Background: an optimization exercise with open tools, aiming at small area and a short achievable clock period. Do not read the settings as production practice.
The RTL was checked by simulation tests, not by an equivalence proof against the original design.
Power figures rest on the tool's default switching activity, not on a simulated workload.

==> flow/design.v <==
module b15(BE_n, Address, W_R_n, D_C_n, M_IO_n, ADS_n, Datai, Datao, CLOCK, NA_n, BS16_n, READY_n, HOLD, RESET);
input CLOCK;
input RESET;
input NA_n;
input BS16_n;
input READY_n;
input HOLD;
input [31:0] Datai;
output reg [3:0] BE_n;
output [31:0] Address;
output reg W_R_n;
output reg D_C_n;
output reg M_IO_n;
output reg ADS_n;
output [31:0] Datao;
localparam [2:0] StateInit = 3'd0, StateTi = 3'd1, StateT1 = 3'd2, StateT2 = 3'd3,
                 StateT1P = 3'd4, StateTh = 3'd5, StateT2P = 3'd6, StateT2I = 3'd7;
localparam [3:0] Si = 4'd0, S1 = 4'd1, S2 = 4'd2, S3 = 4'd3, S4 = 4'd4,
                 S5 = 4'd5, S6 = 4'd6, S7 = 4'd7, S8 = 4'd8, S9 = 4'd9;
reg [29:0] Addr;
reg [30:0] Dout;
assign Address = {2'b00, Addr};
assign Datao = {1'b0, Dout};
reg [2:0] State;
reg StateBS16;           
reg [3:0] ByteEnable;
reg RequestPending, ReadRequest, MemoryFetch, CodeFetch;
reg [3:0] State2;
reg [7:0] Q0, Q1, Q2, Q3, Q4, Q5, Q6, Q7, Q8, Q9, Q10, Q11, Q12, Q13, Q14;
reg [3:0] Rd, Wr;
reg [3:0] RdN;           
reg [31:0] EAX, EBX, rEIP, PAP;
reg [21:0] IAPhi;
reg [9:0] IAPlo;
reg IAPcyP, IAPcyM;      
reg Jumped;              
reg [7:0] JOff;          
reg JShort;              
reg JFix;                
reg RdOdd;               
reg First;               
reg Flush, More;
wire inT2P = (State == StateT2P);
wire [29:0] addrBase = inT2P ? rEIP[30:1] : rEIP[31:2];
wire addrRound = rEIP[31] & (rEIP[0] | (rEIP[1] & ~inT2P));
wire [29:0] addrNext;
b15_incc #(30) u_addr (.a(addrBase), .c(addrRound), .y(addrNext));
always @(posedge CLOCK, posedge RESET) begin
	if (RESET) begin
		BE_n <= 4'b0000;
		Addr <= 30'd0;
		W_R_n <= 1'b0;
		D_C_n <= 1'b0;
		M_IO_n <= 1'b0;
		ADS_n <= 1'b0;
		State <= StateInit;
	end else begin
		case (State)
			StateInit: begin
				D_C_n <= 1'b1;
				ADS_n <= 1'b1;
				State <= StateTi;
			end
			StateTi: begin
				if (RequestPending) State <= StateT1;
				else if (HOLD) State <= StateTh;
			end
			StateT1, StateT2P: begin
				Addr <= addrNext;
				BE_n <= ByteEnable;
				M_IO_n <= MemoryFetch;
				W_R_n <= ~ReadRequest;
				D_C_n <= ~CodeFetch;
				ADS_n <= 1'b0;
				if (!inT2P) State <= StateT2;
				else if (!READY_n) State <= StateT1P;
			end
			StateT2: begin
				if (!READY_n && !HOLD && RequestPending) State <= StateT1;
				else if (READY_n && NA_n) State <= StateT2;
				else if ((RequestPending || HOLD) && READY_n && !NA_n) State <= StateT2I;
				else if (!RequestPending && !HOLD && !READY_n) State <= StateTi;
				ADS_n <= 1'b1;
			end
			StateT1P: begin
				if (!NA_n && !HOLD && RequestPending) State <= StateT2P;
				else if (!NA_n) State <= StateT2I;
				else State <= StateT2;
				ADS_n <= 1'b1;
			end
			StateTh: begin
				if (!HOLD) State <= RequestPending ? StateT1 : StateTi;
			end
			StateT2I: begin
				if (READY_n && RequestPending && !HOLD) State <= StateT2P;
				else if (!READY_n && HOLD) State <= StateTh;
				else if (!READY_n) State <= RequestPending ? StateT1 : StateTi;
			end
		endcase
	end
end
always @(posedge CLOCK) begin
	case (State)
		StateInit: StateBS16 <= 1'b1;
		StateT2, StateT1P: StateBS16 <= BS16_n;
		default: ;
	endcase
end
always @(posedge CLOCK) begin
	case ({StateBS16, rEIP[1:0]})
		3'b000: ByteEnable <= 4'b1100;
		3'b001: ByteEnable <= 4'b1001;
		3'b010: ByteEnable <= 4'b0011;
		3'b011: ByteEnable <= 4'b0111;
		3'b100: ByteEnable <= 4'b0000;
		3'b101: ByteEnable <= 4'b0001;
		3'b110: ByteEnable <= 4'b0011;
		default: ByteEnable <= 4'b0111;
	endcase
end
wire [119:0] qa = {Q14, Q13, Q12, Q11, Q10, Q9, Q8, Q7, Q6, Q5, Q4, Q3, Q2, Q1, Q0};
wire [39:0] rw;
b15_win u_win (.qa(qa), .rd(~RdN), .w(rw));
wire [7:0] op = rw[7:0];
wire [7:0] w1 = rw[15:8];
wire [7:0] w2 = rw[23:16];
wire [7:0] w3 = rw[31:24];
wire [7:0] w4 = rw[39:32];
wire [7:0] d0 = Datai[7:0];
wire [7:0] b2i, b3i;
b15_incc #(8) u_b2 (.a(Datai[23:16]), .c(1'b1), .y(b2i));
b15_incc #(8) u_b3 (.a(Datai[31:24]), .c(1'b1), .y(b3i));
wire lowNZ = |Datai[15:0];
wire [7:0] b2 = (Datai[31] & lowNZ) ? b2i : Datai[23:16];
wire [7:0] b3 = (Datai[31] & (lowNZ | (|Datai[23:16]))) ? b3i : Datai[31:24];
wire inS2 = (State2 == S2);
wire inS4 = (State2 == S4);
wire inS5 = (State2 == S5);
wire inS8 = (State2 == S8);
wire fill = inS2 | inS4;
wire fill4 = inS2 & StateBS16;
wire copy = inS8 & (Rd != 4'd15);
wire [31:0] lane;
b15_lanes u_lanes (.wr(Wr[1:0]), .d0(d0), .b2(b2), .b3(b3), .lane(lane));
wire [15:0] wsel = 16'd1 << Wr;
wire [15:0] wen = ({16{fill}} & (wsel | {wsel[14:0], wsel[15]})) |
                  ({16{fill4}} & ({wsel[13:0], wsel[15:14]} | {wsel[12:0], wsel[15:13]}));
always @(posedge CLOCK) begin
	if (copy & ~Wr[0]) Q0 <= Rd[0] ? Q13 : Q14;
	else if (wen[0]) Q0 <= lane[7:0];
	if (copy & Wr[0]) Q1 <= Q14;
	else if (wen[1]) Q1 <= lane[15:8];
	if (wen[2]) Q2 <= lane[23:16];
	if (wen[3]) Q3 <= lane[31:24];
	if (wen[4]) Q4 <= lane[7:0];
	if (wen[5]) Q5 <= lane[15:8];
	if (wen[6]) Q6 <= lane[23:16];
	if (wen[7]) Q7 <= lane[31:24];
	if (wen[8]) Q8 <= lane[7:0];
	if (wen[9]) Q9 <= lane[15:8];
	if (wen[10]) Q10 <= lane[23:16];
	if (wen[11]) Q11 <= lane[31:24];
	if (wen[12]) Q12 <= lane[7:0];
end
always @(posedge CLOCK, posedge RESET) begin
	if (RESET) begin
		Q13 <= 8'd0;
		Q14 <= 8'd0;
	end else begin
		if (wen[13]) Q13 <= lane[15:8];
		if (wen[14]) Q14 <= lane[23:16];
	end
end
wire [4:0] avail = {1'b0, Wr} - {1'b0, Rd};
wire ge2 = !avail[4] && (avail[3:0] >= 4'd2);
wire ge3 = !avail[4] && (avail[3:0] >= 4'd3);
wire ge5 = !avail[4] && (avail[3:0] >= 4'd5);
wire isEB = (op == 8'hEB);
wire isE9 = (op == 8'hE9);
wire isB8 = (op == 8'hB8);
wire isBB = (op == 8'hBB);
wire is8B = (op == 8'h8B);
wire is89 = (op == 8'h89);
wire isE4 = (op == 8'hE4);
wire isE6 = (op == 8'hE6);
wire isROL = (op == 8'hD0) || (op == 8'hC0);
wire is40 = (op == 8'h40);
wire is43 = (op == 8'h43);
wire isIO = is8B | is89 | isE4 | isE6;
wire needs = isEB | isE9 | isB8 | isBB | isIO;
wire enough = isEB ? ge3 : (isE9 | isB8 | isBB) ? ge5 : ge2;
wire short = needs & ~enough;              
wire jump = (isEB | isE9) & enough;        
wire inT1 = (State == StateT1) || (State == StateT1P);
wire ioGo = (is8B | isE4) ? !READY_n : (inT1 & !READY_n);
wire ioWait = isIO & enough & ~ioGo;       
wire load5 = (isB8 | isBB) & enough;
wire adv2 = isROL | (isIO & enough & ioGo);
wire adv1 = ~needs & ~isROL;
wire [3:0] rdP1 = Rd + 4'd1, rdP2 = Rd + 4'd2, rdP5 = Rd + 4'd5;
wire [3:0] rdNext = load5 ? rdP5 : adv2 ? rdP2 : adv1 ? rdP1 : Rd;
wire flushNext = jump | (ioWait & Flush);
wire moreNext = short | (ioWait & More);
wire stop0 = !(Rd < Wr) || (Rd >= 4'd12);
wire stop1 = !(rdP1 < Wr) || (rdP1 >= 4'd12);
wire stop2 = !(rdP2 < Wr) || (rdP2 >= 4'd12);
wire stop5 = !(rdP5 < Wr) || (rdP5 >= 4'd12);
wire toS7 = (load5 ? stop5 : adv2 ? stop2 : adv1 ? stop1 : stop0) || flushNext || moreNext;
wire toS6 = is89 & enough & inT1 & !READY_n & !StateBS16;
wire [10:0] lo1, lo2, lo5;
b15_lok u_lok (.a(IAPlo), .p1(lo1), .p2(lo2), .p5(lo5));
wire [21:0] hiP, hiM;
b15_incdec #(22) u_hi (.a(IAPhi), .p(hiP), .m(hiM));
wire [21:0] hiRes = IAPcyP ? hiP : IAPcyM ? hiM : IAPhi;
wire [10:0] lok = load5 ? lo5 : adv2 ? lo2 : adv1 ? lo1 : {1'b0, IAPlo};
wire [11:0] jsum;
b15_jadd u_jadd (.base(JShort ? lo2 : lo5), .x(JOff), .sx(JShort), .s(jsum));
wire jcyP = ~jsum[11] & jsum[10];
wire jcyM = jsum[11];
wire [1:0] iapLow = Jumped ? jsum[1:0] : IAPlo[1:0];
wire [29:0] papH2;
b15_incc #(30) u_pap2 (.a(PAP[31:2]), .c(1'b1), .y(papH2));
wire [31:0] papInc = fill4 ? {papH2, PAP[1:0]} : {PAP[1] ? papH2 : PAP[31:2], ~PAP[1], PAP[0]};
wire [31:0] eaxInc, ebxInc, ebxDec;
b15_incc #(32) u_eaxinc (.a(EAX), .c(1'b1), .y(eaxInc));
b15_incdec #(32) u_ebx (.a(EBX), .p(ebxInc), .m(ebxDec));
wire [31:0] ebxAbs = EBX[31] ? ~ebxDec : EBX;
wire [30:0] eipHi;
b15_incc #(31) u_eip (.a(rEIP[31:1]), .c(1'b1), .y(eipHi));
wire [31:0] eipInc = {eipHi, rEIP[0]};
wire [31:0] eipAbs = !eipHi[30] ? eipInc : rEIP[0] ? {~eipHi, 1'b1} : {~rEIP[31:1], 1'b0};
wire [7:0] loadHi8;
b15_incc #(8) u_lh (.a(w4), .c(w3[7]), .y(loadHi8));
wire [8:0] loadHi = {w4[7] & (&w4[6:0]) & w3[7], loadHi8};
wire [14:0] eaxHi;
b15_incc #(15) u_eaxhi (.a(EAX[30:16]), .c(EAX[31] & (|EAX[15:0])), .y(eaxHi));
wire [31:0] rdp1 = {27'd0, {1'b0, Rd} + 5'd1};
always @(posedge CLOCK, posedge RESET) begin
	if (RESET) begin
		State2 <= Si;
		Rd <= 4'd0;
		RdN <= 4'b1111;
		Wr <= 4'd0;
		IAPhi <= 22'd0;
		IAPlo <= 10'd0;
		IAPcyP <= 1'b0;
		IAPcyM <= 1'b0;
		Jumped <= 1'b0;
		First <= 1'b1;
		JOff <= 8'd0;
		JFix <= 1'b0;
		RdOdd <= 1'b0;
		JShort <= 1'b0;
		PAP <= 32'd0;
		Flush <= 1'b0;
		More <= 1'b0;
		Dout <= 31'd0;
		EAX <= 32'd0;
		EBX <= 32'd0;
	end else begin
		IAPhi <= hiRes;
		IAPcyP <= 1'b0;
		IAPcyM <= 1'b0;
		Jumped <= 1'b0;
		case (State2)
			Si: begin
				State2 <= S1;
			end
			S1: begin
				if (!READY_n) State2 <= S2;
			end
			S2: begin
				PAP <= papInc;
				First <= 1'b0;
				if (StateBS16) begin
					Wr <= Wr + 4'd4;
					State2 <= S5;
				end else begin
					Wr <= Wr + 4'd2;
					State2 <= S3;
				end
			end
			S3: begin
				if (!READY_n) State2 <= S4;
			end
			S4: begin
				Wr <= Wr + 4'd2;
				PAP <= papInc;
				State2 <= S5;
			end
			S5: begin
				Rd <= rdNext;
				RdN <= ~rdNext;
				if (!jump) begin
					IAPlo <= lok[9:0];
					IAPcyP <= lok[10];
				end
				Flush <= flushNext;
				More <= moreNext;
				State2 <= toS7 ? S7 : toS6 ? S6 : S5;
				if (jump) begin
					JOff <= w1;
					JShort <= op[1];
					Jumped <= 1'b1;
				end
				if (load5 & isB8) EAX <= {loadHi, w3[6:0], w2, w1};
				if (load5 & isBB) EBX <= {loadHi, w3[6:0], w2, Q0};
				if (is40) EAX <= eaxInc;
				if (is43) EBX <= ebxInc;
				if (isIO & enough) begin
					if (is8B) begin
						if (!READY_n) EAX <= {1'b0, Datai[14:0], Datai[15:0]};
					end
					if (is89) begin
						if (inT1) Dout <= {eaxHi, EAX[15:0]};
					end
					if (isE4) begin
						if (!READY_n) EAX <= Datai;
					end
					if (isE6) begin
						if (inT1) Dout <= {15'd0, EAX[15:0]};
					end
				end
			end
			S6: begin
				if (!READY_n) begin
					State2 <= S5;
				end
			end
			S7: begin
				JFix <= Jumped;
				if (Jumped) begin
					PAP[9:0] <= jsum[9:0];
					IAPlo <= jsum[9:0];
					IAPcyP <= jcyP;
					IAPcyM <= jcyM;
				end
				if (Flush) begin
					Rd <= iapLow[0] ? (iapLow[1] ? 4'd4 : 4'd2) : 4'd1;
					RdN <= iapLow[0] ? (iapLow[1] ? 4'b1011 : 4'b1101) : 4'b1110;
					RdOdd <= iapLow[0];
					Wr <= 4'd1;
					State2 <= S9;
				end else if (Rd >= 4'd13) begin
					Wr <= 4'd0;
					State2 <= S8;
				end else begin
					State2 <= S9;
				end
			end
			S8: begin
				if (Rd != 4'd15) begin
					Rd <= Rd + 4'd1;
					RdN <= RdN - 4'd1;
					Wr <= Wr + 4'd1;
				end else begin
					Rd <= 4'd0;
					RdN <= 4'b1111;
					State2 <= S9;
				end
			end
			S9: begin
				State2 <= S1;
				JFix <= 1'b0;
				RdOdd <= 1'b0;
				if (JFix) PAP[31:10] <= hiRes;
				if (RdOdd & hiRes[21]) begin
					Rd <= Rd ^ 4'b0110;
					RdN <= RdN ^ 4'b0110;
				end
			end
			default: ;
		endcase
	end
end
always @(posedge CLOCK) begin
	case (State2)
		Si: begin
			rEIP <= 32'hFFFF0;
			ReadRequest <= 1'b1;
			MemoryFetch <= 1'b1;
			RequestPending <= 1'b1;
		end
		S1: begin
			RequestPending <= 1'b1;
			ReadRequest <= 1'b1;
			MemoryFetch <= 1'b1;
			CodeFetch <= 1'b1;
		end
		S2: begin
			RequestPending <= 1'b0;
			if (!StateBS16) rEIP <= First ? 32'd2 : eipAbs;
		end
		S3: RequestPending <= 1'b1;
		S4: RequestPending <= 1'b0;
		S5: begin
			if (isIO & enough) begin
				if (is8B) begin
					rEIP <= (!READY_n && !StateBS16) ? eipInc : ebxAbs;
					RequestPending <= READY_n;
					ReadRequest <= 1'b1;
					MemoryFetch <= 1'b1;
					CodeFetch <= 1'b0;
				end
				if (is89) begin
					rEIP <= (inT1 && !READY_n && !StateBS16) ? eipInc : EBX;
					RequestPending <= !(inT1 && !READY_n && StateBS16);
					ReadRequest <= 1'b0;
					MemoryFetch <= 1'b1;
					CodeFetch <= 1'b0;
				end
				if (isE4) begin
					rEIP <= rdp1;
					RequestPending <= READY_n;
					ReadRequest <= 1'b1;
					MemoryFetch <= 1'b0;
					CodeFetch <= 1'b0;
				end
				if (isE6) begin
					rEIP <= rdp1;
					RequestPending <= 1'b0;
					ReadRequest <= 1'b0;
					MemoryFetch <= 1'b0;
					CodeFetch <= 1'b0;
				end
			end
		end
		S6: if (!READY_n) RequestPending <= 1'b0;
		S9: rEIP <= JFix ? {hiRes, PAP[9:0]} : PAP;
		default: ;
	endcase
end
endmodule
module b15_incc #(parameter W = 8) (input [W-1:0] a, input c, output [W-1:0] y);
	assign y = a + {{(W-1){1'b0}}, c};
endmodule
module b15_add2 #(parameter W = 8) (input [W-1:0] a, input [1:0] b, output [W-1:0] y);
	assign y = a + {{(W-2){1'b0}}, b};
endmodule
module b15_incdec #(parameter W = 8) (input [W-1:0] a, output [W-1:0] p, output [W-1:0] m);
	assign p = a + {{(W-1){1'b0}}, 1'b1};
	assign m = a - {{(W-1){1'b0}}, 1'b1};
endmodule
module b15_xinc (input [31:0] a, input s, input c, output [31:0] y);
	assign y = (a ^ {32{s}}) + {31'd0, c};
endmodule
module b15_lok (input [9:0] a, output [10:0] p1, output [10:0] p2, output [10:0] p5);
	assign p1 = {1'b0, a} + 11'd1;
	assign p2 = {1'b0, a} + 11'd2;
	assign p5 = {1'b0, a} + 11'd5;
endmodule
module b15_jadd (input [10:0] base, input [7:0] x, input sx, output [11:0] s);
	assign s = {1'b0, base} + {{4{sx & x[7]}}, x};
endmodule
module b15_lanes (input [1:0] wr, input [7:0] d0, input [7:0] b2, input [7:0] b3, output [31:0] lane);
	genvar j;
	generate
		for (j = 0; j < 4; j = j + 1) begin : l
			wire [1:0] m = j[1:0] - wr;
			assign lane[8*j +: 8] = !m[1] ? d0 : m[0] ? b3 : b2;
		end
	endgenerate
endmodule
module b15_win (input [119:0] qa, input [3:0] rd, output [39:0] w);
	wire [95:0] ra;    
	wire [63:0] rb;    
	wire [47:0] rc;    
	genvar g;
	generate
		for (g = 0; g < 12; g = g + 1) begin : rotA
			if (g < 7) begin : m
				assign ra[8*g +: 8] = rd[3] ? qa[8*(g + 8) +: 8] : qa[8*g +: 8];
			end else begin : p
				assign ra[8*g +: 8] = qa[8*g +: 8];
			end
		end
		for (g = 0; g < 8; g = g + 1) begin : rotB
			assign rb[8*g +: 8] = rd[2] ? ra[8*(g + 4) +: 8] : ra[8*g +: 8];
		end
		for (g = 0; g < 6; g = g + 1) begin : rotC
			assign rc[8*g +: 8] = rd[1] ? rb[8*(g + 2) +: 8] : rb[8*g +: 8];
		end
		for (g = 0; g < 5; g = g + 1) begin : rotD
			assign w[8*g +: 8] = rd[0] ? rc[8*(g + 1) +: 8] : rc[8*g +: 8];
		end
	endgenerate
endmodule
==> flow/run.sh <==
#!/bin/bash
# synth_recipe.tcl (not shown) runs the flow's synth.tcl, then flattens the netlist and writes it again
# the make line also repeats each setting of config.mk as NAME=value (left out here)
make -C /OpenROAD-flow-scripts/flow DESIGN_CONFIG=/design/flow/config.mk WORK_HOME=/design/flow/orfs CLKGATE_MAP_FILE= SYNTH_SCRIPT=/design/flow/synth_recipe.tcl finish
==> flow/config.mk <==
export PLATFORM = sky130hd
export DESIGN_NAME = b15
export DESIGN_NICKNAME = b15
export VERILOG_FILES = /design/flow/design.v
export SDC_FILE = /design/flow/constraint.sdc
export NUM_CORES = 8
export LEC_CHECK = 0
export ABC_AREA = 1
export CAP_MARGIN = 20
export CORE_MARGIN = 2
export CORE_UTILIZATION = 40
export CTS_CLUSTER_DIAMETER = 100
export CTS_CLUSTER_SIZE = 20
export SETUP_SLACK_MARGIN = 4.5
export SLEW_MARGIN = 20
==> flow/constraint.sdc <==
create_clock -name core_clock -period 8.0 [get_ports {CLOCK}]
set_input_delay 1.6000 -clock core_clock [delete_from_list [all_inputs] [get_ports {CLOCK}]]
set_output_delay 1.6000 -clock core_clock [all_outputs]
set_load 0.01 [all_outputs]
==> results.txt <==
==> final cells by class <==
cell class / count / area, µm² / share of cell area
Clock buffer: 39 / 837.1 / 0.02308
Multi-Input combinational cell: 3210 / 18220 / 0.5023
Clock inverter: 12 / 120.1 / 0.003312
Timing Repair inverter: 9 / 76.32 / 0.002104
Inverter: 451 / 1867 / 0.05147
Timing Repair Buffer: 308 / 3371 / 0.09294
Tap cell: 969 / 1212 / 0.03343
Sequential cell: 394 / 10570 / 0.2914
==> repair_timing <==
action                     in CTS  in global routing
setup endpoints to repair     365                307
pin swaps                      35                107
buffers inserted               56                 87
gates resized for setup       221                349
gates cloned                   15                 21
==> flip-flops by register name (all words and copies together) (netlist names), 10 cells and up, named ones only <==
| register | cells |
|---|---|
| IAPlo | 10 |
| Addr | 30 |
| IAPhi | 22 |
| EAX | 32 |
| EBX | 32 |
| PAP | 32 |
| rEIP | 32 |
==> final timing paths <==
kind,from,to,slack (ns)
setup reg to reg,RdN[3],rEIP[17],4.37
max in group asynchronous,RESET,IAPlo[2],5.17
hold reg to reg,ByteEnable[0],BE_n[0],0.43
setup / recovery,RdN[3],rEIP[17],4.37
min in group asynchronous,RESET,Addr[7],1.32
hold / removal,ByteEnable[0],BE_n[0],0.43
==> through the flow <==
| step | utilization | cells | power [mW] |
|---|---|---|---|
| after floorplan | - | 4269 | 2.506 |
| after global placement | 0.4239 | 5162 | 2.737 |
| after detailed placement | 0.4242 | 5162 | 2.735 |
| after CTS | 0.4565 | 5284 | 4.358 |
| after global routing | 0.4872 | 5392 | 4.509 |
| final | 0.4872 | 5392 | 4.365 |
==> metal layers <==
metal / global-route usage / share of wire / vias up
li1: - / - / 14678
met1: 0.3768 / 0.40 / 14913
met2: 0.4639 / 0.46 / 1581
met3: 0.03635 / 0.077 / 352
met4: 0.1380 / 0.060 / 6
met5: 0 / 0.00031 / -
==> cells in the final DEF, fill, tap and decap left out, types with 19 or more instances in the layout <==
master / Yosys / routed
sky130_fd_sc_hd__o22ai_1: 31 / 25
sky130_fd_sc_hd__clkbuf_16: 0 / 44
sky130_fd_sc_hd__nor2_4: 5 / 30
sky130_fd_sc_hd__nor2_2: 8 / 27
sky130_fd_sc_hd__o21ai_0: 501 / 425
sky130_fd_sc_hd__a31oi_1: 43 / 39
sky130_fd_sc_hd__buf_4: 14 / 127
sky130_fd_sc_hd__a22oi_1: 26 / 24
sky130_fd_sc_hd__nand3_1: 253 / 220
sky130_fd_sc_hd__a21oi_2: 0 / 19
sky130_fd_sc_hd__o21ai_2: 3 / 33
sky130_fd_sc_hd__dfrtp_1: 244 / 234
sky130_fd_sc_hd__nor3_1: 84 / 63
sky130_fd_sc_hd__nand2_1: 1021 / 955
sky130_fd_sc_hd__nand3_2: 7 / 37
sky130_fd_sc_hd__clkdlybuf4s50_1: 0 / 86
sky130_fd_sc_hd__edfxtp_1: 141 / 141
sky130_fd_sc_hd__nor2_1: 351 / 310
sky130_fd_sc_hd__nand4_1: 46 / 46
sky130_fd_sc_hd__inv_1: 434 / 411
sky130_fd_sc_hd__nand2_2: 17 / 68
sky130_fd_sc_hd__or2_2: 20 / 19
sky130_fd_sc_hd__o21ai_1: 43 / 84
sky130_fd_sc_hd__buf_6: 8 / 20
sky130_fd_sc_hd__xor2_1: 148 / 141
sky130_fd_sc_hd__ha_1: 68 / 61
sky130_fd_sc_hd__a21oi_1: 266 / 244
sky130_fd_sc_hd__nor3_2: 8 / 24
sky130_fd_sc_hd__buf_12: 1 / 29
sky130_fd_sc_hd__o211ai_1: 63 / 63
==> power groups by stage <==
stage	logic [mW]	registers, mW	clock network (mW)
2_1_floorplan	0.252	2.25	0
3_3_place_gp	0.503	2.23	0
3_5_place_dp	0.500	2.23	0
4_1_cts	0.528	2.20	1.63
5_1_grt	0.612	2.21	1.69
6_report	0.558	2.20	1.61
==> logic make-up (layout without fill, tap and decap cells) <==
logic type / Yosys count / count (layout) / share of synthesized area
xor gates and xnor gates: 166 / 166 / 0.04865
other: 1 / 3 / 0.0001248
buffers and inverters: 673 / 819 / 0.09456
muxes: 18 / 18 / 0.006373
and+or+nand+nor: 1861 / 1869 / 0.2652
DFF: 394 / 394 / 0.3513
adders and majority gates: 70 / 70 / 0.02966
AOI/OAI and AO/OA: 1084 / 1084 / 0.2042
==> worst max-delay path, cell delays in order (launching register included) <==
cell	delay, ns
sky130_fd_sc_hd__dfstp_2	0.64
sky130_fd_sc_hd__buf_12	0.18
sky130_fd_sc_hd__inv_16	0.09
sky130_fd_sc_hd__nand2_1	0.14
sky130_fd_sc_hd__nand3_1	0.09
sky130_fd_sc_hd__nand3_1	0.14
sky130_fd_sc_hd__nand3_2	0.08
sky130_fd_sc_hd__nand2_2	0.14
sky130_fd_sc_hd__nand2_2	0.09
sky130_fd_sc_hd__nor2_4	0.26
sky130_fd_sc_hd__nand2_4	0.11
sky130_fd_sc_hd__o21a_4	0.16
sky130_fd_sc_hd__nand2_4	0.11
sky130_fd_sc_hd__nand2_8	0.09
sky130_fd_sc_hd__nor2_8	0.13
sky130_fd_sc_hd__inv_8	0.06
sky130_fd_sc_hd__nand2_8	0.07
sky130_fd_sc_hd__clkinvlp_4	0.17
sky130_fd_sc_hd__buf_6	0.18
sky130_fd_sc_hd__nor2_4	0.16
sky130_fd_sc_hd__clkbuf_16	0.19
==> impl_metrics.ini <==
[yosys]
most_instantiated_cells_after_synthesis = sky130_fd_sc_hd__nand2_1 (1021), sky130_fd_sc_hd__o21ai_0 (501), sky130_fd_sc_hd__inv_1 (434)
mappedNetlistArea_um2 = 30040
syn_inst = 4267
yosysMostFrequentCell = sky130_fd_sc_hd__nand2_1
synth_top_area_share = 0.2033
synth-seq-area-share = 0.3513
synth_largest_area_cell = sky130_fd_sc_hd__dfrtp_1
post_synth_num_cell_types = 78
synth-edff-count = 141
synth.top_cells.by_area = sky130_fd_sc_hd__dfrtp_1 (20%), sky130_fd_sc_hd__edfxtp_1 (14%), sky130_fd_sc_hd__nand2_1 (13%), sky130_fd_sc_hd__o21ai_0 (8.3%), sky130_fd_sc_hd__inv_1 (5.4%)
ys.flop_type = sky130_fd_sc_hd__dfrtp_1
syn-mean-instance-area_um2 = 7.040
ys.warnings.count = 1
asr_flop_ratio_synth = 0.6320
synth_seq_cells = 394

[grt]
grt_first_pass_wirelength_um = 172800
vias_in_the_first_global_route = 28305
grt_start_max_net_pins = 129
number_of_antenna_violations_at_the_first_check_in_global_routing = 4
grt.overflow.total = 0
track_usage = 0.2857

[power_and_ir_drop]
power_frac_seq = 0.504
power_density_nw_per_um2 = 120.4
swShare = 0.2807
clock_power_share = 0.369
vdd_ir_drop_max_mv = 0.1590
share_comb_of_total_power = 0.128
cell_internal_pwr_mw = 3.140
p_leak_nw = 16.19
netSwitchingPower_mw = 1.225

[sta]
period_minus_slack_ns = 3.627
max_freq_mhz = 275.7
final_min_period_over_clock_period = 0.4533
tightest_hold_margin_ns = 0.4330
setup-tns-final_ns = 0
skew_ns = 0.02424
worst_pin_slew_ns = 1.162
report.final.setup_viol = 0
grt_setup_unrepaired = true
finalHoldViolations = 0
relSlewSlack = 0.2172
finalMaxSlewViolations = 0
layout_setup_ws_ns = 4.374

[cells_and_area]
inserted_diodes = 0
nets = 4510
final_layout_size_suffix_gt1_frac = 0.1533
layout_area_growth_over_synthesis_pct = 20.74
fin_area_um2 = 36270
fillerInstances = 7371

[placed_design]
place_congestion = 0.9301
placed_area_um2 = 31580
place_worst_setup_slack_ns = 2.348
dp_hpwl_um = 81900
io_buffers = 106

[clock_tree]
cts_made_buffers = 28
max_h_tree_level = 1
worst_skew_pair.late_latency_ns = 0.63
cts_sinks = 394
cts-root-to-sink-buffers = 3
cts_tree = yes
ctsRootBufferMaster = sky130_fd_sc_hd__clkbuf_16
worst_setup_hold_path_clk_slew_ns = 0.09
holdBufCountCts = 0

[floorplan]
die-width_um = 278.0
core.rowCount = 100
initial_utilization = 0.4035
die_area_um2 = 77300
dieHeight_um = 278.0
placeableCoreArea_um2 = 74450
io_pins = 110

[outcome]
status = no timing/DRC/antenna violations

[routing]
detail_route.wirelength_um = 119400
postRouteAntennaNets = 0
first_iter_violations = 3914
via_count = 31530
firstDrtPassIters = 7
routed_wire_length_per_instance_um = 22.14
drt_drc_violations_left = 0
detail_route.vias_per_cell = 5.848

[critical_path]
cp_data_arrival_time_ns = 3.97
worstPathRequired_ns = 8.35
timing.critical_path.to_type = register
worst_setup_path_start_kind = register
worstSetupPathType = register to register
reg2reg_depth = 20
cp_max_fo = 56

[min_path]
hold_path_stages = 2
hold_path.class = register to register

[job]
cap_viol_max_count = 0

==> port drivers added, routing unchanged <==
The flow's constraints put no driver on any port. The routed layout listed below was extracted and timed again, unchanged, in two steps. Step 1, drivers: a clkbuf_16 drives CLOCK and a buf_2 each remaining input, both assumed. Step 2 also shifts input and output timing later by t, the mid clock arrival at the registers, as if the neighbouring blocks saw the same clock. Three values: ideal ports, drivers, drivers and shift; two values: the first two.
t (ns): 0.682
setup WS [ns]: 4.374 / 4.374 / 3.818
hold WS [ns]: 0.433 / 0.433 / 0.433
worst slew at a driven data input, ns: 0.04
After both steps this run still meets setup and hold. The setup slack of this run moves by 0.000 ns with the drivers and by -0.556 ns with both steps.
